Background: an optimization exercise with open tools, aiming at small area and a short achievable clock period. Do not read the settings as production practice. No functional check of the RTL was part of any run shown here. Power is estimated from default activity; no workload was simulated.

==> design/flow/run.sh <==
#!/bin/bash
# synth_recipe.tcl (not shown) runs the flow's synth.tcl, then flattens the netlist and writes it again
# the make line also repeats each setting of config.mk as NAME=value (left out here)
make -C /OpenROAD-flow-scripts/flow DESIGN_CONFIG=/design/flow/config.mk WORK_HOME=/design/flow/orfs CLKGATE_MAP_FILE= SYNTH_SCRIPT=/design/flow/synth_recipe.tcl finish
==> design/flow/config.mk <==
export PLATFORM = sky130hd
export DESIGN_NAME = piped_wallace_mult
export DESIGN_NICKNAME = piped_wallace_mult
export VERILOG_FILES = /design/flow/design.v
export SDC_FILE = /design/flow/constraint.sdc
export NUM_CORES = 4
export LEC_CHECK = 0
export CAP_MARGIN = 20
export CORE_MARGIN = 2
export CORE_UTILIZATION = 40
export SLEW_MARGIN = 20
==> design/flow/constraint.sdc <==
create_clock -name core_clock -period 2.8 [get_ports {clock}]
set_input_delay 0.5600 -clock core_clock [delete_from_list [all_inputs] [get_ports {clock}]]
set_output_delay 0.5600 -clock core_clock [all_outputs]
set_load 0.01 [all_outputs]
==> design/flow/design.v <==
module piped_wallace_mult(
    input wire clock, reset,
    input wire [15:0] x, y,
    output reg [31:0] prod
);
    reg [40:0] r1;
    reg [114:0] r2;
    reg [62:0] r3;
    reg v1, v2, v3;
    wire p1 = ((r1[0] & r1[16])) ^ r1[18];
    wire p2 = ((r1[1] & r1[16]) | (r1[0] & r1[17])) ^ r1[18];
    wire p3 = ((r1[2] & r1[16]) | (r1[1] & r1[17])) ^ r1[18];
    wire p4 = ((r1[3] & r1[16]) | (r1[2] & r1[17])) ^ r1[18];
    wire p5 = ((r1[4] & r1[16]) | (r1[3] & r1[17])) ^ r1[18];
    wire p6 = ((r1[5] & r1[16]) | (r1[4] & r1[17])) ^ r1[18];
    wire p7 = ((r1[6] & r1[16]) | (r1[5] & r1[17])) ^ r1[18];
    wire p8 = ((r1[7] & r1[16]) | (r1[6] & r1[17])) ^ r1[18];
    wire p9 = ((r1[8] & r1[16]) | (r1[7] & r1[17])) ^ r1[18];
    wire p10 = ((r1[9] & r1[16]) | (r1[8] & r1[17])) ^ r1[18];
    wire p11 = ((r1[10] & r1[16]) | (r1[9] & r1[17])) ^ r1[18];
    wire p12 = ((r1[11] & r1[16]) | (r1[10] & r1[17])) ^ r1[18];
    wire p13 = ((r1[12] & r1[16]) | (r1[11] & r1[17])) ^ r1[18];
    wire p14 = ((r1[13] & r1[16]) | (r1[12] & r1[17])) ^ r1[18];
    wire p15 = ((r1[14] & r1[16]) | (r1[13] & r1[17])) ^ r1[18];
    wire p16 = ((r1[15] & r1[16]) | (r1[14] & r1[17])) ^ r1[18];
    wire p17 = ((r1[15] & r1[17])) ^ r1[18];
    wire p18 = ~r1[18];
    wire p19 = ((r1[0] & r1[19])) ^ r1[21];
    wire p20 = ((r1[1] & r1[19]) | (r1[0] & r1[20])) ^ r1[21];
    wire p21 = ((r1[2] & r1[19]) | (r1[1] & r1[20])) ^ r1[21];
    wire p22 = ((r1[3] & r1[19]) | (r1[2] & r1[20])) ^ r1[21];
    wire p23 = ((r1[4] & r1[19]) | (r1[3] & r1[20])) ^ r1[21];
    wire p24 = ((r1[5] & r1[19]) | (r1[4] & r1[20])) ^ r1[21];
    wire p25 = ((r1[6] & r1[19]) | (r1[5] & r1[20])) ^ r1[21];
    wire p26 = ((r1[7] & r1[19]) | (r1[6] & r1[20])) ^ r1[21];
    wire p27 = ((r1[8] & r1[19]) | (r1[7] & r1[20])) ^ r1[21];
    wire p28 = ((r1[9] & r1[19]) | (r1[8] & r1[20])) ^ r1[21];
    wire p29 = ((r1[10] & r1[19]) | (r1[9] & r1[20])) ^ r1[21];
    wire p30 = ((r1[11] & r1[19]) | (r1[10] & r1[20])) ^ r1[21];
    wire p31 = ((r1[12] & r1[19]) | (r1[11] & r1[20])) ^ r1[21];
    wire p32 = ((r1[13] & r1[19]) | (r1[12] & r1[20])) ^ r1[21];
    wire p33 = ((r1[14] & r1[19]) | (r1[13] & r1[20])) ^ r1[21];
    wire p34 = ((r1[15] & r1[19]) | (r1[14] & r1[20])) ^ r1[21];
    wire p35 = ((r1[15] & r1[20])) ^ r1[21];
    wire p36 = ~r1[21];
    wire p37 = ((r1[0] & r1[22])) ^ r1[24];
    wire p38 = ((r1[1] & r1[22]) | (r1[0] & r1[23])) ^ r1[24];
    wire p39 = ((r1[2] & r1[22]) | (r1[1] & r1[23])) ^ r1[24];
    wire p40 = ((r1[3] & r1[22]) | (r1[2] & r1[23])) ^ r1[24];
    wire p41 = ((r1[4] & r1[22]) | (r1[3] & r1[23])) ^ r1[24];
    wire p42 = ((r1[5] & r1[22]) | (r1[4] & r1[23])) ^ r1[24];
    wire p43 = ((r1[6] & r1[22]) | (r1[5] & r1[23])) ^ r1[24];
    wire p44 = ((r1[7] & r1[22]) | (r1[6] & r1[23])) ^ r1[24];
    wire p45 = ((r1[8] & r1[22]) | (r1[7] & r1[23])) ^ r1[24];
    wire p46 = ((r1[9] & r1[22]) | (r1[8] & r1[23])) ^ r1[24];
    wire p47 = ((r1[10] & r1[22]) | (r1[9] & r1[23])) ^ r1[24];
    wire p48 = ((r1[11] & r1[22]) | (r1[10] & r1[23])) ^ r1[24];
    wire p49 = ((r1[12] & r1[22]) | (r1[11] & r1[23])) ^ r1[24];
    wire p50 = ((r1[13] & r1[22]) | (r1[12] & r1[23])) ^ r1[24];
    wire p51 = ((r1[14] & r1[22]) | (r1[13] & r1[23])) ^ r1[24];
    wire p52 = ((r1[15] & r1[22]) | (r1[14] & r1[23])) ^ r1[24];
    wire p53 = ((r1[15] & r1[23])) ^ r1[24];
    wire p54 = ~r1[24];
    wire p55 = ((r1[0] & r1[25])) ^ r1[27];
    wire p56 = ((r1[1] & r1[25]) | (r1[0] & r1[26])) ^ r1[27];
    wire p57 = ((r1[2] & r1[25]) | (r1[1] & r1[26])) ^ r1[27];
    wire p58 = ((r1[3] & r1[25]) | (r1[2] & r1[26])) ^ r1[27];
    wire p59 = ((r1[4] & r1[25]) | (r1[3] & r1[26])) ^ r1[27];
    wire p60 = ((r1[5] & r1[25]) | (r1[4] & r1[26])) ^ r1[27];
    wire p61 = ((r1[6] & r1[25]) | (r1[5] & r1[26])) ^ r1[27];
    wire p62 = ((r1[7] & r1[25]) | (r1[6] & r1[26])) ^ r1[27];
    wire p63 = ((r1[8] & r1[25]) | (r1[7] & r1[26])) ^ r1[27];
    wire p64 = ((r1[9] & r1[25]) | (r1[8] & r1[26])) ^ r1[27];
    wire p65 = ((r1[10] & r1[25]) | (r1[9] & r1[26])) ^ r1[27];
    wire p66 = ((r1[11] & r1[25]) | (r1[10] & r1[26])) ^ r1[27];
    wire p67 = ((r1[12] & r1[25]) | (r1[11] & r1[26])) ^ r1[27];
    wire p68 = ((r1[13] & r1[25]) | (r1[12] & r1[26])) ^ r1[27];
    wire p69 = ((r1[14] & r1[25]) | (r1[13] & r1[26])) ^ r1[27];
    wire p70 = ((r1[15] & r1[25]) | (r1[14] & r1[26])) ^ r1[27];
    wire p71 = ((r1[15] & r1[26])) ^ r1[27];
    wire p72 = ~r1[27];
    wire p73 = ((r1[0] & r1[28])) ^ r1[30];
    wire p74 = ((r1[1] & r1[28]) | (r1[0] & r1[29])) ^ r1[30];
    wire p75 = ((r1[2] & r1[28]) | (r1[1] & r1[29])) ^ r1[30];
    wire p76 = ((r1[3] & r1[28]) | (r1[2] & r1[29])) ^ r1[30];
    wire p77 = ((r1[4] & r1[28]) | (r1[3] & r1[29])) ^ r1[30];
    wire p78 = ((r1[5] & r1[28]) | (r1[4] & r1[29])) ^ r1[30];
    wire p79 = ((r1[6] & r1[28]) | (r1[5] & r1[29])) ^ r1[30];
    wire p80 = ((r1[7] & r1[28]) | (r1[6] & r1[29])) ^ r1[30];
    wire p81 = ((r1[8] & r1[28]) | (r1[7] & r1[29])) ^ r1[30];
    wire p82 = ((r1[9] & r1[28]) | (r1[8] & r1[29])) ^ r1[30];
    wire p83 = ((r1[10] & r1[28]) | (r1[9] & r1[29])) ^ r1[30];
    wire p84 = ((r1[11] & r1[28]) | (r1[10] & r1[29])) ^ r1[30];
    wire p85 = ((r1[12] & r1[28]) | (r1[11] & r1[29])) ^ r1[30];
    wire p86 = ((r1[13] & r1[28]) | (r1[12] & r1[29])) ^ r1[30];
    wire p87 = ((r1[14] & r1[28]) | (r1[13] & r1[29])) ^ r1[30];
    wire p88 = ((r1[15] & r1[28]) | (r1[14] & r1[29])) ^ r1[30];
    wire p89 = ((r1[15] & r1[29])) ^ r1[30];
    wire p90 = ~r1[30];
    wire p91 = ((r1[0] & r1[31])) ^ r1[33];
    wire p92 = ((r1[1] & r1[31]) | (r1[0] & r1[32])) ^ r1[33];
    wire p93 = ((r1[2] & r1[31]) | (r1[1] & r1[32])) ^ r1[33];
    wire p94 = ((r1[3] & r1[31]) | (r1[2] & r1[32])) ^ r1[33];
    wire p95 = ((r1[4] & r1[31]) | (r1[3] & r1[32])) ^ r1[33];
    wire p96 = ((r1[5] & r1[31]) | (r1[4] & r1[32])) ^ r1[33];
    wire p97 = ((r1[6] & r1[31]) | (r1[5] & r1[32])) ^ r1[33];
    wire p98 = ((r1[7] & r1[31]) | (r1[6] & r1[32])) ^ r1[33];
    wire p99 = ((r1[8] & r1[31]) | (r1[7] & r1[32])) ^ r1[33];
    wire p100 = ((r1[9] & r1[31]) | (r1[8] & r1[32])) ^ r1[33];
    wire p101 = ((r1[10] & r1[31]) | (r1[9] & r1[32])) ^ r1[33];
    wire p102 = ((r1[11] & r1[31]) | (r1[10] & r1[32])) ^ r1[33];
    wire p103 = ((r1[12] & r1[31]) | (r1[11] & r1[32])) ^ r1[33];
    wire p104 = ((r1[13] & r1[31]) | (r1[12] & r1[32])) ^ r1[33];
    wire p105 = ((r1[14] & r1[31]) | (r1[13] & r1[32])) ^ r1[33];
    wire p106 = ((r1[15] & r1[31]) | (r1[14] & r1[32])) ^ r1[33];
    wire p107 = ((r1[15] & r1[32])) ^ r1[33];
    wire p108 = ~r1[33];
    wire p109 = ((r1[0] & r1[34])) ^ r1[36];
    wire p110 = ((r1[1] & r1[34]) | (r1[0] & r1[35])) ^ r1[36];
    wire p111 = ((r1[2] & r1[34]) | (r1[1] & r1[35])) ^ r1[36];
    wire p112 = ((r1[3] & r1[34]) | (r1[2] & r1[35])) ^ r1[36];
    wire p113 = ((r1[4] & r1[34]) | (r1[3] & r1[35])) ^ r1[36];
    wire p114 = ((r1[5] & r1[34]) | (r1[4] & r1[35])) ^ r1[36];
    wire p115 = ((r1[6] & r1[34]) | (r1[5] & r1[35])) ^ r1[36];
    wire p116 = ((r1[7] & r1[34]) | (r1[6] & r1[35])) ^ r1[36];
    wire p117 = ((r1[8] & r1[34]) | (r1[7] & r1[35])) ^ r1[36];
    wire p118 = ((r1[9] & r1[34]) | (r1[8] & r1[35])) ^ r1[36];
    wire p119 = ((r1[10] & r1[34]) | (r1[9] & r1[35])) ^ r1[36];
    wire p120 = ((r1[11] & r1[34]) | (r1[10] & r1[35])) ^ r1[36];
    wire p121 = ((r1[12] & r1[34]) | (r1[11] & r1[35])) ^ r1[36];
    wire p122 = ((r1[13] & r1[34]) | (r1[12] & r1[35])) ^ r1[36];
    wire p123 = ((r1[14] & r1[34]) | (r1[13] & r1[35])) ^ r1[36];
    wire p124 = ((r1[15] & r1[34]) | (r1[14] & r1[35])) ^ r1[36];
    wire p125 = ((r1[15] & r1[35])) ^ r1[36];
    wire p126 = ~r1[36];
    wire p127 = ((r1[0] & r1[37])) ^ r1[39];
    wire p128 = ((r1[1] & r1[37]) | (r1[0] & r1[38])) ^ r1[39];
    wire p129 = ((r1[2] & r1[37]) | (r1[1] & r1[38])) ^ r1[39];
    wire p130 = ((r1[3] & r1[37]) | (r1[2] & r1[38])) ^ r1[39];
    wire p131 = ((r1[4] & r1[37]) | (r1[3] & r1[38])) ^ r1[39];
    wire p132 = ((r1[5] & r1[37]) | (r1[4] & r1[38])) ^ r1[39];
    wire p133 = ((r1[6] & r1[37]) | (r1[5] & r1[38])) ^ r1[39];
    wire p134 = ((r1[7] & r1[37]) | (r1[6] & r1[38])) ^ r1[39];
    wire p135 = ((r1[8] & r1[37]) | (r1[7] & r1[38])) ^ r1[39];
    wire p136 = ((r1[9] & r1[37]) | (r1[8] & r1[38])) ^ r1[39];
    wire p137 = ((r1[10] & r1[37]) | (r1[9] & r1[38])) ^ r1[39];
    wire p138 = ((r1[11] & r1[37]) | (r1[10] & r1[38])) ^ r1[39];
    wire p139 = ((r1[12] & r1[37]) | (r1[11] & r1[38])) ^ r1[39];
    wire p140 = ((r1[13] & r1[37]) | (r1[12] & r1[38])) ^ r1[39];
    wire p141 = ((r1[14] & r1[37]) | (r1[13] & r1[38])) ^ r1[39];
    wire p142 = ((r1[15] & r1[37]) | (r1[14] & r1[38])) ^ r1[39];
    wire p143 = ((r1[15] & r1[38])) ^ r1[39];
    wire p144 = ~r1[39];
    wire p145 = r1[0] & r1[40];
    wire p146 = r1[1] & r1[40];
    wire p147 = r1[2] & r1[40];
    wire p148 = r1[3] & r1[40];
    wire p149 = r1[4] & r1[40];
    wire p150 = r1[5] & r1[40];
    wire p151 = r1[6] & r1[40];
    wire p152 = r1[7] & r1[40];
    wire p153 = r1[8] & r1[40];
    wire p154 = r1[9] & r1[40];
    wire p155 = r1[10] & r1[40];
    wire p156 = r1[11] & r1[40];
    wire p157 = r1[12] & r1[40];
    wire p158 = r1[13] & r1[40];
    wire p159 = r1[14] & r1[40];
    wire p160 = r1[15] & r1[40];
    wire s161 = r1[33] ^ p11;
    wire c162 = r1[33] & p11;
    wire s163 = p12 ^ p28;
    wire c164 = p12 & p28;
    wire s165 = r1[36] ^ p13 ^ p29;
    wire c166 = (r1[36] & p13) | (r1[36] & p29) | (p13 & p29);
    wire s167 = p45 ^ p61;
    wire c168 = p45 & p61;
    wire s169 = p14 ^ p30 ^ p46;
    wire c170 = (p14 & p30) | (p14 & p46) | (p30 & p46);
    wire s171 = p62 ^ p78;
    wire c172 = p62 & p78;
    wire s173 = r1[39] ^ p15 ^ p31;
    wire c174 = (r1[39] & p15) | (r1[39] & p31) | (p15 & p31);
    wire s175 = p47 ^ p63 ^ p79;
    wire c176 = (p47 & p63) | (p47 & p79) | (p63 & p79);
    wire s177 = p95 ^ p111;
    wire c178 = p95 & p111;
    wire s179 = p16 ^ p32 ^ p48;
    wire c180 = (p16 & p32) | (p16 & p48) | (p32 & p48);
    wire s181 = p64 ^ p80 ^ p96;
    wire c182 = (p64 & p80) | (p64 & p96) | (p80 & p96);
    wire s183 = p112 ^ p128;
    wire c184 = p112 & p128;
    wire s185 = p17 ^ p33 ^ p49;
    wire c186 = (p17 & p33) | (p17 & p49) | (p33 & p49);
    wire s187 = p65 ^ p81 ^ p97;
    wire c188 = (p65 & p81) | (p65 & p97) | (p81 & p97);
    wire s189 = p113 ^ p129 ^ p145;
    wire c190 = (p113 & p129) | (p113 & p145) | (p129 & p145);
    wire s191 = r1[18] ^ p34 ^ p50;
    wire c192 = (r1[18] & p34) | (r1[18] & p50) | (p34 & p50);
    wire s193 = p66 ^ p82 ^ p98;
    wire c194 = (p66 & p82) | (p66 & p98) | (p82 & p98);
    wire s195 = p114 ^ p130 ^ p146;
    wire c196 = (p114 & p130) | (p114 & p146) | (p130 & p146);
    wire s197 = r1[18] ^ p35 ^ p51;
    wire c198 = (r1[18] & p35) | (r1[18] & p51) | (p35 & p51);
    wire s199 = p67 ^ p83 ^ p99;
    wire c200 = (p67 & p83) | (p67 & p99) | (p83 & p99);
    wire s201 = p115 ^ p131 ^ p147;
    wire c202 = (p115 & p131) | (p115 & p147) | (p131 & p147);
    wire s203 = p18 ^ p36 ^ p52;
    wire c204 = (p18 & p36) | (p18 & p52) | (p36 & p52);
    wire s205 = p68 ^ p84 ^ p100;
    wire c206 = (p68 & p84) | (p68 & p100) | (p84 & p100);
    wire s207 = p116 ^ p132 ^ p148;
    wire c208 = (p116 & p132) | (p116 & p148) | (p132 & p148);
    wire s209 = 1'b1 ^ p53 ^ p69;
    wire c210 = (1'b1 & p53) | (1'b1 & p69) | (p53 & p69);
    wire s211 = p85 ^ p101 ^ p117;
    wire c212 = (p85 & p101) | (p85 & p117) | (p101 & p117);
    wire s213 = p133 ^ p149;
    wire c214 = p133 & p149;
    wire s215 = p54 ^ p70 ^ p86;
    wire c216 = (p54 & p70) | (p54 & p86) | (p70 & p86);
    wire s217 = p102 ^ p118 ^ p134;
    wire c218 = (p102 & p118) | (p102 & p134) | (p118 & p134);
    wire s219 = 1'b1 ^ p71 ^ p87;
    wire c220 = (1'b1 & p71) | (1'b1 & p87) | (p71 & p87);
    wire s221 = p103 ^ p119;
    wire c222 = p103 & p119;
    wire s223 = p72 ^ p88 ^ p104;
    wire c224 = (p72 & p88) | (p72 & p104) | (p88 & p104);
    wire s225 = 1'b1 ^ p89;
    wire c226 = 1'b1 & p89;
    wire s227 = r1[27] ^ p7;
    wire c228 = r1[27] & p7;
    wire s229 = p8 ^ p24;
    wire c230 = p8 & p24;
    wire s231 = r1[30] ^ p9 ^ p25;
    wire c232 = (r1[30] & p9) | (r1[30] & p25) | (p9 & p25);
    wire s233 = p41 ^ p57;
    wire c234 = p41 & p57;
    wire s235 = p10 ^ p26 ^ p42;
    wire c236 = (p10 & p26) | (p10 & p42) | (p26 & p42);
    wire s237 = p58 ^ p74;
    wire c238 = p58 & p74;
    wire s239 = p27 ^ p43 ^ p59;
    wire c240 = (p27 & p43) | (p27 & p59) | (p43 & p59);
    wire s241 = p75 ^ p91 ^ s161;
    wire c242 = (p75 & p91) | (p75 & s161) | (p91 & s161);
    wire s243 = p44 ^ p60 ^ p76;
    wire c244 = (p44 & p60) | (p44 & p76) | (p60 & p76);
    wire s245 = p92 ^ c162 ^ s163;
    wire c246 = (p92 & c162) | (p92 & s163) | (c162 & s163);
    wire s247 = p77 ^ p93 ^ p109;
    wire c248 = (p77 & p93) | (p77 & p109) | (p93 & p109);
    wire s249 = c164 ^ s167 ^ s165;
    wire c250 = (c164 & s167) | (c164 & s165) | (s167 & s165);
    wire s251 = p94 ^ p110 ^ c168;
    wire c252 = (p94 & p110) | (p94 & c168) | (p110 & c168);
    wire s253 = s171 ^ c166 ^ s169;
    wire c254 = (s171 & c166) | (s171 & s169) | (c166 & s169);
    wire s255 = p127 ^ c172 ^ s177;
    wire c256 = (p127 & c172) | (p127 & s177) | (c172 & s177);
    wire s257 = c170 ^ s173 ^ s175;
    wire c258 = (c170 & s173) | (c170 & s175) | (s173 & s175);
    wire s259 = c178 ^ s183 ^ c174;
    wire c260 = (c178 & s183) | (c178 & c174) | (s183 & c174);
    wire s261 = c176 ^ s179 ^ s181;
    wire c262 = (c176 & s179) | (c176 & s181) | (s179 & s181);
    wire s263 = c184 ^ c180 ^ c182;
    wire c264 = (c184 & c180) | (c184 & c182) | (c180 & c182);
    wire s265 = s185 ^ s187 ^ s189;
    wire c266 = (s185 & s187) | (s185 & s189) | (s187 & s189);
    wire s267 = c186 ^ c188 ^ c190;
    wire c268 = (c186 & c188) | (c186 & c190) | (c188 & c190);
    wire s269 = s191 ^ s193 ^ s195;
    wire c270 = (s191 & s193) | (s191 & s195) | (s193 & s195);
    wire s271 = c192 ^ c194 ^ c196;
    wire c272 = (c192 & c194) | (c192 & c196) | (c194 & c196);
    wire s273 = s197 ^ s199 ^ s201;
    wire c274 = (s197 & s199) | (s197 & s201) | (s199 & s201);
    wire s275 = c198 ^ c200 ^ c202;
    wire c276 = (c198 & c200) | (c198 & c202) | (c200 & c202);
    wire s277 = s203 ^ s205 ^ s207;
    wire c278 = (s203 & s205) | (s203 & s207) | (s205 & s207);
    wire s279 = s213 ^ c204 ^ c206;
    wire c280 = (s213 & c204) | (s213 & c206) | (c204 & c206);
    wire s281 = c208 ^ s209 ^ s211;
    wire c282 = (c208 & s209) | (c208 & s211) | (s209 & s211);
    wire s283 = p150 ^ c214 ^ c210;
    wire c284 = (p150 & c214) | (p150 & c210) | (c214 & c210);
    wire s285 = c212 ^ s215 ^ s217;
    wire c286 = (c212 & s215) | (c212 & s217) | (s215 & s217);
    wire s287 = p135 ^ p151 ^ s221;
    wire c288 = (p135 & p151) | (p135 & s221) | (p151 & s221);
    wire s289 = c216 ^ c218 ^ s219;
    wire c290 = (c216 & c218) | (c216 & s219) | (c218 & s219);
    wire s291 = p120 ^ p136 ^ p152;
    wire c292 = (p120 & p136) | (p120 & p152) | (p136 & p152);
    wire s293 = c222 ^ c220 ^ s223;
    wire c294 = (c222 & c220) | (c222 & s223) | (c220 & s223);
    wire s295 = p105 ^ p121 ^ p137;
    wire c296 = (p105 & p121) | (p105 & p137) | (p121 & p137);
    wire s297 = p153 ^ s225 ^ c224;
    wire c298 = (p153 & s225) | (p153 & c224) | (s225 & c224);
    wire s299 = p90 ^ p106 ^ p122;
    wire c300 = (p90 & p106) | (p90 & p122) | (p106 & p122);
    wire s301 = p138 ^ p154 ^ c226;
    wire c302 = (p138 & p154) | (p138 & c226) | (p154 & c226);
    wire s303 = 1'b1 ^ p107 ^ p123;
    wire c304 = (1'b1 & p107) | (1'b1 & p123) | (p107 & p123);
    wire s305 = p139 ^ p155;
    wire c306 = p139 & p155;
    wire s307 = p108 ^ p124 ^ p140;
    wire c308 = (p108 & p124) | (p108 & p140) | (p124 & p140);
    wire s309 = 1'b1 ^ p125;
    wire c310 = 1'b1 & p125;
    wire s311 = r2[8] ^ r2[9];
    wire c312 = r2[8] & r2[9];
    wire s313 = r2[12] ^ r2[13];
    wire c314 = r2[12] & r2[13];
    wire s315 = r2[15] ^ r2[16] ^ r2[17];
    wire c316 = (r2[15] & r2[16]) | (r2[15] & r2[17]) | (r2[16] & r2[17]);
    wire s317 = r2[19] ^ r2[20] ^ r2[21];
    wire c318 = (r2[19] & r2[20]) | (r2[19] & r2[21]) | (r2[20] & r2[21]);
    wire s319 = r2[23] ^ r2[24] ^ r2[25];
    wire c320 = (r2[23] & r2[24]) | (r2[23] & r2[25]) | (r2[24] & r2[25]);
    wire s321 = r2[27] ^ r2[28] ^ r2[29];
    wire c322 = (r2[27] & r2[28]) | (r2[27] & r2[29]) | (r2[28] & r2[29]);
    wire s323 = r2[31] ^ r2[32] ^ r2[33];
    wire c324 = (r2[31] & r2[32]) | (r2[31] & r2[33]) | (r2[32] & r2[33]);
    wire s325 = r2[35] ^ r2[36] ^ r2[37];
    wire c326 = (r2[35] & r2[36]) | (r2[35] & r2[37]) | (r2[36] & r2[37]);
    wire s327 = r2[39] ^ r2[40] ^ r2[41];
    wire c328 = (r2[39] & r2[40]) | (r2[39] & r2[41]) | (r2[40] & r2[41]);
    wire s329 = r2[43] ^ r2[44] ^ r2[45];
    wire c330 = (r2[43] & r2[44]) | (r2[43] & r2[45]) | (r2[44] & r2[45]);
    wire s331 = r2[47] ^ r2[48] ^ r2[49];
    wire c332 = (r2[47] & r2[48]) | (r2[47] & r2[49]) | (r2[48] & r2[49]);
    wire s333 = r2[51] ^ r2[52] ^ r2[53];
    wire c334 = (r2[51] & r2[52]) | (r2[51] & r2[53]) | (r2[52] & r2[53]);
    wire s335 = r2[55] ^ r2[56] ^ r2[57];
    wire c336 = (r2[55] & r2[56]) | (r2[55] & r2[57]) | (r2[56] & r2[57]);
    wire s337 = r2[59] ^ r2[60] ^ r2[61];
    wire c338 = (r2[59] & r2[60]) | (r2[59] & r2[61]) | (r2[60] & r2[61]);
    wire s339 = r2[63] ^ r2[64] ^ r2[65];
    wire c340 = (r2[63] & r2[64]) | (r2[63] & r2[65]) | (r2[64] & r2[65]);
    wire s341 = r2[67] ^ r2[68] ^ r2[69];
    wire c342 = (r2[67] & r2[68]) | (r2[67] & r2[69]) | (r2[68] & r2[69]);
    wire s343 = r2[71] ^ r2[72] ^ r2[73];
    wire c344 = (r2[71] & r2[72]) | (r2[71] & r2[73]) | (r2[72] & r2[73]);
    wire s345 = r2[75] ^ r2[76] ^ r2[77];
    wire c346 = (r2[75] & r2[76]) | (r2[75] & r2[77]) | (r2[76] & r2[77]);
    wire s347 = r2[79] ^ r2[80] ^ r2[81];
    wire c348 = (r2[79] & r2[80]) | (r2[79] & r2[81]) | (r2[80] & r2[81]);
    wire s349 = r2[83] ^ r2[84] ^ r2[85];
    wire c350 = (r2[83] & r2[84]) | (r2[83] & r2[85]) | (r2[84] & r2[85]);
    wire s351 = r2[87] ^ r2[88] ^ r2[89];
    wire c352 = (r2[87] & r2[88]) | (r2[87] & r2[89]) | (r2[88] & r2[89]);
    wire s353 = r2[91] ^ r2[92] ^ r2[93];
    wire c354 = (r2[91] & r2[92]) | (r2[91] & r2[93]) | (r2[92] & r2[93]);
    wire s355 = r2[95] ^ r2[96] ^ r2[97];
    wire c356 = (r2[95] & r2[96]) | (r2[95] & r2[97]) | (r2[96] & r2[97]);
    wire s357 = r2[99] ^ r2[100] ^ r2[101];
    wire c358 = (r2[99] & r2[100]) | (r2[99] & r2[101]) | (r2[100] & r2[101]);
    wire s359 = r2[103] ^ r2[104] ^ r2[105];
    wire c360 = (r2[103] & r2[104]) | (r2[103] & r2[105]) | (r2[104] & r2[105]);
    wire s361 = r2[107] ^ r2[108] ^ r2[109];
    wire c362 = (r2[107] & r2[108]) | (r2[107] & r2[109]) | (r2[108] & r2[109]);
    wire s363 = 1'b1 ^ r2[111];
    wire c364 = 1'b1 & r2[111];
    wire s365 = r2[3] ^ r2[4];
    wire c366 = r2[3] & r2[4];
    wire s367 = r2[6] ^ r2[7];
    wire c368 = r2[6] & r2[7];
    wire s369 = r2[10] ^ r2[11] ^ s311;
    wire c370 = (r2[10] & r2[11]) | (r2[10] & s311) | (r2[11] & s311);
    wire s371 = r2[14] ^ c312 ^ s313;
    wire c372 = (r2[14] & c312) | (r2[14] & s313) | (c312 & s313);
    wire s373 = r2[18] ^ c314 ^ s315;
    wire c374 = (r2[18] & c314) | (r2[18] & s315) | (c314 & s315);
    wire s375 = r2[22] ^ c316 ^ s317;
    wire c376 = (r2[22] & c316) | (r2[22] & s317) | (c316 & s317);
    wire s377 = r2[26] ^ c318 ^ s319;
    wire c378 = (r2[26] & c318) | (r2[26] & s319) | (c318 & s319);
    wire s379 = r2[30] ^ c320 ^ s321;
    wire c380 = (r2[30] & c320) | (r2[30] & s321) | (c320 & s321);
    wire s381 = r2[34] ^ c322 ^ s323;
    wire c382 = (r2[34] & c322) | (r2[34] & s323) | (c322 & s323);
    wire s383 = r2[38] ^ c324 ^ s325;
    wire c384 = (r2[38] & c324) | (r2[38] & s325) | (c324 & s325);
    wire s385 = r2[42] ^ c326 ^ s327;
    wire c386 = (r2[42] & c326) | (r2[42] & s327) | (c326 & s327);
    wire s387 = r2[46] ^ c328 ^ s329;
    wire c388 = (r2[46] & c328) | (r2[46] & s329) | (c328 & s329);
    wire s389 = r2[50] ^ c330 ^ s331;
    wire c390 = (r2[50] & c330) | (r2[50] & s331) | (c330 & s331);
    wire s391 = r2[54] ^ c332 ^ s333;
    wire c392 = (r2[54] & c332) | (r2[54] & s333) | (c332 & s333);
    wire s393 = r2[58] ^ c334 ^ s335;
    wire c394 = (r2[58] & c334) | (r2[58] & s335) | (c334 & s335);
    wire s395 = r2[62] ^ c336 ^ s337;
    wire c396 = (r2[62] & c336) | (r2[62] & s337) | (c336 & s337);
    wire s397 = r2[66] ^ c338 ^ s339;
    wire c398 = (r2[66] & c338) | (r2[66] & s339) | (c338 & s339);
    wire s399 = r2[70] ^ c340 ^ s341;
    wire c400 = (r2[70] & c340) | (r2[70] & s341) | (c340 & s341);
    wire s401 = r2[74] ^ c342 ^ s343;
    wire c402 = (r2[74] & c342) | (r2[74] & s343) | (c342 & s343);
    wire s403 = r2[78] ^ c344 ^ s345;
    wire c404 = (r2[78] & c344) | (r2[78] & s345) | (c344 & s345);
    wire s405 = r2[82] ^ c346 ^ s347;
    wire c406 = (r2[82] & c346) | (r2[82] & s347) | (c346 & s347);
    wire s407 = r2[86] ^ c348 ^ s349;
    wire c408 = (r2[86] & c348) | (r2[86] & s349) | (c348 & s349);
    wire s409 = r2[90] ^ c350 ^ s351;
    wire c410 = (r2[90] & c350) | (r2[90] & s351) | (c350 & s351);
    wire s411 = r2[94] ^ c352 ^ s353;
    wire c412 = (r2[94] & c352) | (r2[94] & s353) | (c352 & s353);
    wire s413 = r2[98] ^ c354 ^ s355;
    wire c414 = (r2[98] & c354) | (r2[98] & s355) | (c354 & s355);
    wire s415 = r2[102] ^ c356 ^ s357;
    wire c416 = (r2[102] & c356) | (r2[102] & s357) | (c356 & s357);
    wire s417 = r2[106] ^ c358 ^ s359;
    wire c418 = (r2[106] & c358) | (r2[106] & s359) | (c358 & s359);
    wire s419 = r2[110] ^ c360 ^ s361;
    wire c420 = (r2[110] & c360) | (r2[110] & s361) | (c360 & s361);
    wire s421 = r2[112] ^ s363 ^ c362;
    wire c422 = (r2[112] & s363) | (r2[112] & c362) | (s363 & c362);
    wire s423 = r2[113] ^ r2[114] ^ c364;
    wire c424 = (r2[113] & r2[114]) | (r2[113] & c364) | (r2[114] & c364);
    wire [1:0] lo425 = {r2[0]} + {r2[1]};
    wire [30:0] hi426 = {r3[61], r3[59], r3[57], r3[55], r3[53], r3[51], r3[49], r3[47], r3[45], r3[43], r3[41], r3[39], r3[37], r3[35], r3[33], r3[31], r3[29], r3[27], r3[25], r3[23], r3[21], r3[19], r3[17], r3[15], r3[13], r3[11], r3[9], r3[7], r3[5], r3[3], r3[2]} + {r3[62], r3[60], r3[58], r3[56], r3[54], r3[52], r3[50], r3[48], r3[46], r3[44], r3[42], r3[40], r3[38], r3[36], r3[34], r3[32], r3[30], r3[28], r3[26], r3[24], r3[22], r3[20], r3[18], r3[16], r3[14], r3[12], r3[10], r3[8], r3[6], r3[4], 1'b0} + r3[1];
    wire [31:0] result = {hi426, r3[0]};
    always @(posedge clock) begin
        r1 <= {(1'b0 ^ y[15]), y[15], ((y[15] & ~y[14] & ~y[13]) | (~y[15] & y[14] & y[13])), (y[14] ^ y[13]), y[13], ((y[13] & ~y[12] & ~y[11]) | (~y[13] & y[12] & y[11])), (y[12] ^ y[11]), y[11], ((y[11] & ~y[10] & ~y[9]) | (~y[11] & y[10] & y[9])), (y[10] ^ y[9]), y[9], ((y[9] & ~y[8] & ~y[7]) | (~y[9] & y[8] & y[7])), (y[8] ^ y[7]), y[7], ((y[7] & ~y[6] & ~y[5]) | (~y[7] & y[6] & y[5])), (y[6] ^ y[5]), y[5], ((y[5] & ~y[4] & ~y[3]) | (~y[5] & y[4] & y[3])), (y[4] ^ y[3]), y[3], ((y[3] & ~y[2] & ~y[1]) | (~y[3] & y[2] & y[1])), (y[2] ^ y[1]), y[1], ((y[1] & ~y[0] & ~1'b0) | (~y[1] & y[0] & 1'b0)), (y[0] ^ 1'b0), x[15], x[14], x[13], x[12], x[11], x[10], x[9], x[8], x[7], x[6], x[5], x[4], x[3], x[2], x[1], x[0]};
        r2 <= {p160, p144, p159, p143, p158, p142, p126, c310, p157, p141, s309, c308, p156, s307, c306, c304, s305, s303, c302, c300, s301, s299, c298, c296, s297, s295, c294, c292, s293, s291, c290, c288, s289, s287, c286, c284, s285, s283, c282, c280, s281, s279, c278, c276, s277, s275, c274, c272, s273, s271, c270, c268, s269, s267, c266, c264, s265, s263, c262, c260, s261, s259, c258, c256, s257, s255, c254, c252, s253, s251, c250, c248, s249, s247, c246, c244, s245, s243, c242, c240, s241, s239, c238, c236, s237, s235, c234, c232, p73, s233, s231, c230, p56, p40, s229, c228, p55, p39, p23, s227, p38, p22, p6, p37, p21, p5, r1[24], p20, p4, p19, p3, r1[21], p2, p1, r1[18]};
        r3 <= {s423, c422, s421, c420, s419, c418, s417, c416, s415, c414, s413, c412, s411, c410, s409, c408, s407, c406, s405, c404, s403, c402, s401, c400, s399, c398, s397, c396, s395, c394, s393, c392, s391, c390, s389, c388, s387, c386, s385, c384, s383, c382, s381, c380, s379, c378, s377, c376, s375, c374, s373, c372, s371, c370, s369, c368, s367, c366, r2[5], s365, r2[2], lo425[1], lo425[0]};
    end
    always @(posedge clock or posedge reset)
        if (reset) begin
            v1 <= 1'b0; v2 <= 1'b0; v3 <= 1'b0; prod <= 32'd0;
        end else begin
            v1 <= 1'b1; v2 <= v1; v3 <= v2;
            prod <= v3 ? result : 32'd0;
        end
endmodule
==> results.yml, run 1 <==
power_and_ir_drop:
  irDropWorstVdd_v: 0.000516
  power_density_nw_per_um2: 1060
  leakagePower_uw: 0.00607
critical_path:
  r2r_setup_slack_ns: 0.13
  arrival_ns: 3.12
  crit_path_start_kind: "flop"
  startpoint: "r3[1]"
  path_max_fanout: 4
  end_kind: "flop"
  crit_required_ns: 3.25
  critical_path_class: "reg2reg"
  rr_startpoint: "r3[1]"
placed_design:
  gp_congestion: 0.859
  hpwl_um: 19600
  place_ws_ns: -0.0428
  port_buffers: 65
clock_network:
  cts_buffers: 27
  cts_root_buf: "clkbuf_16"
  hold_buffers: 0
  cts.sinks: 253
  htreeDepth: 1
  clockBufferDepth: 3
  cts_setup_buffers: 0
  cts_tree: "built"
  clk_latency_ns: 0.52
  path_clk_slew_ns: 0.06
floorplan:
  start_util_pct: 40.6
  die_h_um: 180
  io_pins: 66
  die-width_um: 180
  coreArea_um2: 30500
  die_area_um2: 32400
  num_rows: 64
synthesis:
  synthFlopType: "dfxtp_1"
  synth_top_area_share_pct: 35.2
  syn_area_per_cell_um2: 11.4
  synth_cell_types: 52
  yosysSeqAreaShare_pct: 42.3
  yosysWarnings: 1
  syn_inst: 1090
  synth-seq-cells: 253
  synth.area.top_cells: "dfxtp_1 (35%), fa_1 (18%), xnor2_1 (9.0%)"
  synth_top_area_cell: "dfxtp_1"
  syn_nets: 1284
  synth_edf_count: 0
  syn_area_um2: 12400
  synth_async_sr_flop_share_pct: 13.8
global_routing:
  antenna_found_initial: 0
  grt_busiest_layer: "met2"
  grt_max_degree: 36
  grt_pass1_vias: 7923
  grt_util_met1_pct: 22.8
  grtUsageMet2_pct: 25.1
  grtUsageMet3_pct: 2.80
  groute.usage.overall_pct: 16.0
  grt_pass1_wl_um: 42300
  overflow: 0
sta:
  fmax_mhz: 374
  setup_violations: 0
  whs_ns: 0.325
  tightest_slew_ns: 0.639
  post-route-min-period_ns: 2.67
  hold_viol_final: 0
  fin_ws_ns: 0.127
  fin_worst_skew_ns: 0.0184
  rsz0062_at_grt: "true"
  fin_crit_sh_pct: 95.5
  max-slew-margin-rel_pct: 57.3
  fin_tns_setup_ns: 0
  finalMaxSlewViolations: 0
routing:
  vias: 7631
  drt_iter0_markers: 402
  drcViolationCount: 0
  drt-total-wl_um: 25600
  routedWlPerCell_um: 16.4
  avgViaCountPerCell: 4.88
  postRouteAntennaNets: 0
  dr.pass1.iters: 5
job:
  drv_cap: 0
cells_and_area:
  layout-drive-gt1-share_pct: 9.50
  diodes: 0
  area_delta_synth_final_pct: 17.0
  nets: 1342
min_path:
  hold_class: "reg2reg"
  holdCritStartpoint: "r2[5]"
outcome:
  status: "complete, no violations"
-- worst paths after layout --
kind | endpoint | cells after the start
max | prod[29] | 11
min | r3[4] | 0
max reg2reg | prod[29] | 11
min reg2reg | r3[4] | 0
max in group asynchronous | v3 | 3
min in group asynchronous | prod[5] | 3
-- metrics by stage --
| stage | util (%) | std cells | total power, uW | cell area, um^2 |
|---|---|---|---|---|
| 5_1_grt | 47.5 | 1564 | 16700 | 14500 |
| 3_5_place_dp | 44.6 | 1515 | 12000 | 13600 |
| 6_report | 47.5 | 1564 | 15400 | 14500 |
| 3_3_place_gp | 44.6 | 1515 | 11900 | 13600 |
| 4_1_cts | 47.5 | 1564 | 15500 | 14500 |
| 2_1_floorplan | - | 1090 | 9960 | 12400 |
-- cells by family after synthesis --
kind of cell / after synthesis / share of synthesized area [%]
flip-flops: 253 / 42.3
adder cells (fa/ha/maj): 160 / 22.8
XOR/XNOR: 167 / 11.8
other: 1 / 0.0303
buffers and inverters: 154 / 4.67
AO/OA/AOI/OAI: 203 / 11.7
multiplexers: 3 / 0.242
AND/OR/NAND/NOR: 149 / 6.46
-- per-layer routing --
metal / up-vias / wire length, um
met1: 3659 / 12400
met3: 51 / 1530
met5: - / 0
li1: 3724 / -
met4: 0 / 629
met2: 197 / 11100
-- synthesized netlist by cell type (3+ instances only) --
library cell	count
nor2_1	16
xor2_1	40
nor3_1	7
nand3b_1	7
xnor2_1	127
inv_1	63
a31oi_1	3
o21ai_1	4
a21o_1	14
and2_1	35
fa_1	109
a21oi_1	26
clkbuf_1	88
nand2_1	41
o21ai_0	15
nand2b_1	13
mux2i_1	3
dfxtp_1	218
a22oi_1	120
ha_1	51
dfrtp_1	35
and3_1	5
nand3_1	6
nand4_1	4
nor2b_1	7
-- cell type report --
| cell class | count | area, um^2 |
|---|---|---|
| clock buffer | 35 | 757 |
| clock inverter | 14 | 126 |
| fill | 2792 | 16000 |
| inverter | 65 | 244 |
| multi-input combinational | 683 | 6580 |
| sequential | 253 | 5240 |
| tap | 396 | 495 |
| timing repair buffer | 118 | 1050 |
-- report_power, final --
group | internal [uW] | switching [uW] | total (uW)
clock network | 2010 | 1410 | 3420
logic | 3140 | 3450 | 6590
registers | 4830 | 530 | 5360
-- cell usage in the layout, fill, tap and decap left out, types with 3 or more instances in the layout --
master	Yosys	layout
nand3_1	6	6
a21o_1	14	14
and2_1	35	35
nand3b_1	7	7
ha_1	51	51
inv_1	63	63
a22oi_1	120	120
mux2i_1	3	3
a21oi_1	26	25
xor2_1	40	40
xnor2_1	127	127
o21ai_1	4	3
nor2_1	16	16
and3_1	5	5
clkinv_4	0	6
clkdlybuf4s50_1	0	65
nand4_1	4	4
o21ai_0	15	15
dfrtp_1	35	35
nor3_1	7	7
dfxtp_1	218	218
nand2_1	41	41
clkinv_2	0	4
nor2b_1	7	7
fa_1	109	108
nand2b_1	13	13
clkbuf_16	0	28
clkbuf_8	0	3
buf_4	0	53
clkbuf_1	88	4
-- what timing repair did --
action / in CTS / in global routing
resized for setup: 3 / 1
pin swaps: 1 / 2
setup endpoints to repair: 2 / 4
-- registers in the layout, indices dropped and copies added (netlist names) --
signal and flops:
r2 115, r3 63, r1 40, prod 32, v1 1, v2 1, v3 1
-- worst max-delay path, cell delays in order (launching register included) --
cell      delay, ns
dfxtp_1        0.30
ha_1           0.22
fa_2           0.36
a21o_1         0.22
a31oi_2        0.23
o31a_2         0.19
a21oi_2        0.11
a31oi_4        0.20
o21ai_2        0.11
a31o_1         0.24
a311oi_2       0.22
mux2i_1        0.21
==> run 2: changes to the inputs <==
--- a/design/flow/config.mk
+++ b/design/flow/config.mk
@@ -5,7 +5,9 @@
 export SDC_FILE = /design/flow/constraint.sdc
 export NUM_CORES = 4
 export LEC_CHECK = 0
+export ABC_CLOCK_PERIOD_IN_PS = 1500
 export CAP_MARGIN = 20
 export CORE_MARGIN = 2
 export CORE_UTILIZATION = 40
+export SETUP_SLACK_MARGIN = 1.2
 export SLEW_MARGIN = 20
==> run 2 against run 1 <==
Effect of this change:
- critical path depth down 1
- sequential cell count unchanged
- still clean
- fmax up 9.1%
- cell count up 4.7%
- global-route usage up 1.5 points
- combinational power up about 20%
- routed wire length up 11%
- via count up 4.0%
- synthesized area unchanged
- utilization up 6.8 points
==> results.yml, run 2 <==
cells_and_area:
  mostFrequentLayoutCells: "dfxtp_1 (177), xnor2_1 (101), a22oi_2 (82)"
  diodes: 0
  fin_cells: 1638
  layout-drive-gt1-share_pct: 38.6
  utilization_pct: 54.3
  design_area_um2: 16600
  reg.largest.list: "r2 (115), r3 (63), r1 (40)"
  area_delta_synth_final_pct: 33.8
  nets: 1416
  largest_register_ffs: 115
  final_common_cell: "dfxtp_1"
  regMostFlops: "r2"
synthesis:
  synth_cell_types: 52
  muxShareOfSynthArea_pct: 0.242
  syn_inst: 1090
  yosysMostFrequentCell: "dfxtp_1"
  synth-seq-cells: 253
  synth_async_sr_flop_share_pct: 13.8
  synth_compound_area_share_pct: 11.7
  synthXorXnorAreaFrac_pct: 11.8
  yosysWarnings: 1
  synth_common_cells: "dfxtp_1 (218), xnor2_1 (127), a22oi_1 (120)"
  synth_top_family_by_area: "adder cells"
  synth.area.top_cells: "dfxtp_1 (35%), fa_1 (18%), xnor2_1 (9.0%)"
  syn_nets: 1284
  syn_area_um2: 12400
  yosysSeqAreaShare_pct: 42.3
  yosys.area_share.simple_pct: 6.46
  synth_top_area_cell: "dfxtp_1"
  synth_edf_count: 0
  synthFlopType: "dfxtp_1"
  syn_area_per_cell_um2: 11.4
  synth-adder-area-share_pct: 22.8
  synth_top_area_share_pct: 35.2
min_path:
  hold_class: "reg2reg"
  holdPathStages: 0
  holdCritStartpoint: "r2[5]"
  hold_path_end: "r3[4]"
critical_path:
  end_kind: "flop"
  critical_path_class: "reg2reg"
  crit_required_ns: 3.24
  slowest_stage: "ha_1"
  crit_chain: "ha_1 > or2_2 > a21oi_2 > o31a_4 > a21oi_4 > a31oi_4 > o21ai_2 > a31o_1 > a311oi_2 > mux2i_1"
  path_buf_inv: 0
  cp_top_family: "compound AO/OA/AOI/OAI gates"
  worst-r2r-cell-count: 10
  crit_path_start_kind: "flop"
  max_stage_delay_ns: 0.37
  arrival_ns: 2.89
  rr_startpoint: "r3[11]"
  path_max_fanout: 5
  r2r_setup_slack_ns: 0.35
  r2r_end: "prod[29]"
  path_depth: 10
global_routing:
  antenna_found_initial: 0
  grt_pass1_wl_um: 45500
  overflow: 0
  grt_max_degree: 40
  grt_pass1_vias: 8116
  groute.usage.overall_pct: 17.5
clock_network:
  clockBufferDepth: 3
  cts_buffers: 27
  htreeDepth: 1
  clk_latency_ns: 0.53
  cts_root_buf: "clkbuf_16"
  cts.sinks: 253
  path_clk_slew_ns: 0.06
  hold_buffers: 0
  cts_tree: "built"
sta:
  fin_crit_sh_pct: 87.5
  whs_ns: 0.341
  fin_worst_skew_ns: 0.0116
  fmax_mhz: 408
  finalMaxSlewViolations: 0
  hold_viol_final: 0
  setup_violations: 0
  post-route-min-period_ns: 2.45
  rsz0062_at_grt: "true"
  fin_tns_setup_ns: 0
routing:
  drt_iter0_markers: 550
  vias: 7938
  routedWlPerCell_um: 17.4
  drt-total-wl_um: 28600
  avgViaCountPerCell: 4.85
  dr.pass1.iters: 4
  drcViolationCount: 0
  postRouteAntennaNets: 0
floorplan:
  die-width_um: 180
  io_pins: 66
  start_util_pct: 40.6
  num_rows: 64
  die_h_um: 180
  die_area_um2: 32400
  coreArea_um2: 30500
power_and_ir_drop:
  leakagePower_uw: 0.00681
  power_density_nw_per_um2: 1030
  irDropWorstVdd_v: 0.000549
placed_design:
  gp_congestion: 0.820
  port_buffers: 65
  hpwl_um: 20100
  postPlaceCellArea_um2: 14200
  dp_cells: 1516
job:
  drv_cap: 0
outcome:
  status: "complete, no violations"
[run 2: timing repair]
| item | in CTS | in global routing |
|---|---|---|
| pin swaps | 94 | 96 |
| cloned | 4 | 0 |
| resized for setup | 292 | 92 |
| endpoints found under the hold margin | 0 | 0 |
| setup endpoints to repair | 129 | 125 |
| buffers inserted | 45 | 24 |
[run 2: logic make-up (layout without fill, tap and decap cells)]
kind of cell               count (synthesis)  count (layout)
muxes                                      3               3
adders and majority gates                160             160
other                                      1               1
and+or+nand+nor                          149             149
DFF                                      253             253
xor gates and xnor gates                 167             167
buffers and inverters                    154             306
AOI/OAI and AO/OA                        203             203
[run 2: through the flow]
step / setup slack [ns] / power (uW)
6_report: 0.351 / 17100
5_1_grt: 0.264 / 18500
4_1_cts: 0.345 / 16500
3_5_place_dp: 0.204 / 12500
3_3_place_gp: 0.250 / 12400
2_1_floorplan: 0.455 / 10500
[run 2: layout make-up]
type	instances	area, um^2
clock buffer	38	810
clock inverter	11	144
fill	2544	13900
inverter	65	246
multi-input combinational	683	7600
sequential	253	5360
tap	396	495
timing repair buffer	192	1910
[run 2: power by group]
part | internal (uW) | switching, uW
clock | 2290 | 1410
combinational | 3990 | 3940
sequential | 4840 | 606
total | 11100 | 5950
[run 2: routing by layer]
metal / wire length [um] / vias up / track usage, %
met5: 0 / - / 0
met4: 536 / 0 / 4.16
met3: 1420 / 38 / 2.76
met2: 12700 / 165 / 26.8
met1: 13900 / 3861 / 26.0
li1: - / 3874 / -
[run 2: worst max path at each step]
stage | startpoint | end | slack [ns]
after floorplan | r3[1] | prod[29] | 0.45
after global placement | r3[1] | prod[29] | 0.25
after detailed placement | r3[1] | prod[29] | 0.20
after CTS | r3[1] | prod[29] | 0.35
after global routing | r3[3] | prod[24] | 0.26
final | r3[11] | prod[29] | 0.35
[run 2: worst reg2reg max path, cell delays in order, from the launching register on]
cell and delay (ns):
dfxtp_1 0.30, ha_1 0.37, or2_2 0.33, a21oi_2 0.20
o31a_4 0.18, a21oi_4 0.07, a31oi_4 0.16, o21ai_2 0.09
a31o_1 0.23, a311oi_2 0.23, mux2i_1 0.21
==> run 3: changes to the inputs <==
--- a/design/flow/config.mk
+++ b/design/flow/config.mk
@@ -9,5 +9,5 @@
 export CAP_MARGIN = 20
 export CORE_MARGIN = 2
 export CORE_UTILIZATION = 40
-export SETUP_SLACK_MARGIN = 1.2
+export SETUP_SLACK_MARGIN = 0.8
 export SLEW_MARGIN = 20
==> run 3 against run 2 <==
Effect of this change:
- sequential power about the same
- critical endpoint is now prod[9]
- design area is 5.5% lower
- sequential share of layout area is 1.7 points higher
- worst setup slack worse by 0.067 ns
- first-iteration DRC count down 3.1%
- cell count is 1.5% lower
==> results.yml, run 3 <==
global_routing:
  antenna_found_initial: 0
  groute.usage.overall_pct: 16.5
  grt_pass1_wl_um: 43500
  overflow: 0
  grt_max_degree: 36
  grt_pass1_vias: 7988
cells_and_area:
  design_area_um2: 15700
  layout-drive-gt1-share_pct: 23.5
  nets: 1392
  fin_cells: 1613
  final_common_cell: "dfxtp_1"
  regMostFlops: "r2"
  utilization_pct: 51.3
  mostFrequentLayoutCells: "dfxtp_1 (177), xnor2_1 (117), fa_1 (107)"
  reg.largest.list: "r2 (115), r3 (63), r1 (40)"
  largest_register_ffs: 115
  area_delta_synth_final_pct: 26.5
  diodes: 0
synthesis:
  syn_area_um2: 12400
  synth_top_area_share_pct: 35.2
  synthXorXnorAreaFrac_pct: 11.8
  synthFlopType: "dfxtp_1"
  synth_top_family_by_area: "adder cells"
  yosys.area_share.simple_pct: 6.46
  synth-adder-area-share_pct: 22.8
  synth-seq-cells: 253
  syn_inst: 1090
  synth_top_area_cell: "dfxtp_1"
  yosysMostFrequentCell: "dfxtp_1"
  synth_edf_count: 0
  syn_area_per_cell_um2: 11.4
  synth_cell_types: 52
  yosysSeqAreaShare_pct: 42.3
  yosysWarnings: 1
  synth.area.top_cells: "dfxtp_1 (35%), fa_1 (18%), xnor2_1 (9.0%)"
  synth_async_sr_flop_share_pct: 13.8
  syn_nets: 1284
  synth_compound_area_share_pct: 11.7
  synth_common_cells: "dfxtp_1 (218), xnor2_1 (127), a22oi_1 (120)"
  muxShareOfSynthArea_pct: 0.242
min_path:
  hold_class: "reg2reg"
  hold_path_end: "r3[4]"
  holdCritStartpoint: "r2[5]"
  holdPathStages: 0
routing:
  drcViolationCount: 0
  drt_iter0_markers: 533
  vias: 7891
  dr.pass1.iters: 6
  routedWlPerCell_um: 16.9
  postRouteAntennaNets: 0
  avgViaCountPerCell: 4.89
  drt-total-wl_um: 27200
clock_network:
  clk_latency_ns: 0.53
  cts_tree: "built"
  clockBufferDepth: 3
  cts_root_buf: "clkbuf_16"
  cts_buffers: 26
  htreeDepth: 1
  path_clk_slew_ns: 0.06
  hold_buffers: 0
  cts.sinks: 253
critical_path:
  cp_top_family: "buffers and inverters"
  path_common_cell: "buf_4"
  r2r_end: "prod[9]"
  max_stage_delay_ns: 0.34
  path_max_fanout: 3
  end_kind: "flop"
  arrival_ns: 2.91
  worst-r2r-cell-count: 16
  slowest_stage: "fa_2"
  crit_required_ns: 3.20
  crit_path_start_kind: "flop"
  critical_path_class: "reg2reg"
  path_buf_inv: 8
  r2r_setup_slack_ns: 0.28
  crit_chain: "ha_4 > fa_2 > a21o_1 > a31oi_2 > buf_4 > buf_4 > buf_4 > buf_4 > buf_4 > buf_4 > buf_4 > buf_4 > nor2_2 > a21o_1 > xnor2_1 > nor2b_1"
  rr_startpoint: "r3[1]"
placed_design:
  port_buffers: 65
  hpwl_um: 19700
  gp_congestion: 0.841
  dp_cells: 1515
  postPlaceCellArea_um2: 13700
power_and_ir_drop:
  leakagePower_uw: 0.00652
  sw_frac_of_total_pct: 34.8
  irDropWorstVdd_v: 0.000526
  pwr-share-clk_pct: 21.0
  p_comb_share_pct: 46.9
  p_int_uw: 11000
  pwr-share-seq_pct: 32.1
  power_density_nw_per_um2: 1080
  p_switching_uw: 5900
floorplan:
  die_h_um: 180
  coreArea_um2: 30500
  die_area_um2: 32400
  start_util_pct: 40.6
  io_pins: 66
  die-width_um: 180
  num_rows: 64
sta:
  fmax_mhz: 397
  rsz0062_at_grt: "true"
  hold_viol_final: 0
  post-route-min-period_ns: 2.52
  finalMaxSlewViolations: 0
  max-slew-margin-rel_pct: 55.2
  whs_ns: 0.326
  fin_worst_skew_ns: 0.0217
  fin_tns_setup_ns: 0
  tightest_slew_ns: 0.672
  fin_crit_sh_pct: 89.9
  setup_violations: 0
outcome:
  status: "complete, no violations"
job:
  drv_cap: 0
-- run 3: cell counts after synthesis --
No cell type changed its count.
-- run 3: how the worst max path moves through the flow --
| stage | startpoint | end | slack (ns) | cells past startpoint |
|---|---|---|---|---|
| after global routing | r3[2] | prod[29] | 0.20 | 11 |
| after floorplan | r3[1] | prod[29] | 0.45 | 11 |
| final | r3[1] | prod[9] | 0.28 | 16 |
| after detailed placement | r3[1] | prod[29] | 0.18 | 11 |
| after CTS | r3[1] | prod[29] | 0.31 | 11 |
| after global placement | r3[1] | prod[29] | 0.24 | 11 |
-- run 3: layout make-up --
type	count	area, um^2
Clock buffer	37	764
Timing Repair Buffer	169	1570
Fill cell	2625	14800
Sequential cell	253	5330
Tap cell	396	495
Multi-Input combinational cell	683	7120
Clock inverter	10	133
Inverter	65	248
-- run 3: per-layer routing --
layer | vias up | part of all wire (%) | track usage, %
met4 | 0 | 1.5 | 3.77
li1 | 3818 | - | -
met5 | - | 0 | 0
met1 | 3824 | 48 | 24.0
met2 | 217 | 45 | 25.8
met3 | 32 | 5.8 | 2.67
-- run 3: cells by family after synthesis --
| group | after synthesis |
|---|---|
| and+or+nand+nor | 149 |
| adders and majority gates | 160 |
| AOI/OAI and AO/OA | 203 |
| muxes | 3 |
| other | 1 |
| buffers and inverters | 154 |
| DFF | 253 |
| xor gates and xnor gates | 167 |
-- run 3: repair_timing --
action	in CTS	in global routing
pin swaps	25	69
gates resized for setup	78	92
endpoints found under the hold margin	0	0
endpoints found under the setup margin	59	50
buffers inserted	27	24
-- run 3: power groups by stage --
| stage | clock, uW | combinational, uW | sequential, uW |
|---|---|---|---|
| global placement | 0 | 6700 | 5440 |
| detailed placement | 0 | 6750 | 5480 |
| floorplan | 0 | 4850 | 5390 |
| global route | 3820 | 8830 | 5570 |
| finish | 3560 | 7940 | 5440 |
| CTS | 3640 | 7220 | 5430 |
-- run 3: per-stage QoR --
step	setup WS [ns]	power, uW
2_1_floorplan	0.455	10200
3_3_place_gp	0.243	12100
3_5_place_dp	0.175	12200
4_1_cts	0.305	16300
5_1_grt	0.199	18200
6_report	0.284	16900

port drivers added, routing unchanged:
The results above use ideal ports. As a check the final layouts listed here were re-extracted and re-timed, cells and wires unchanged. Step 1, drivers: a clkbuf_16 drives clock and a buf_2 each remaining input, both assumed. Step 2, shift: input delay + t, output delay - t, t = (earliest + latest rising clock arrival at the registers) / 2. This alone moves slack from input paths to output paths. Slacks: ideal ports / drivers / drivers and shift; pairs: ideal ports / drivers.
run | shift t [ns] | slack for setup (ns) | clock arrival spread, ns
run 1 | 0.564 | 0.127 / 0.127 / 0.127 | 0.020 / 0.020
run 2 | 0.567 | 0.351 / 0.351 / 0.351 | 0.013 / 0.013
run 3 | 0.563 | 0.284 / 0.284 / 0.284 | 0.023 / 0.022
After both steps every run listed still meets setup and hold.
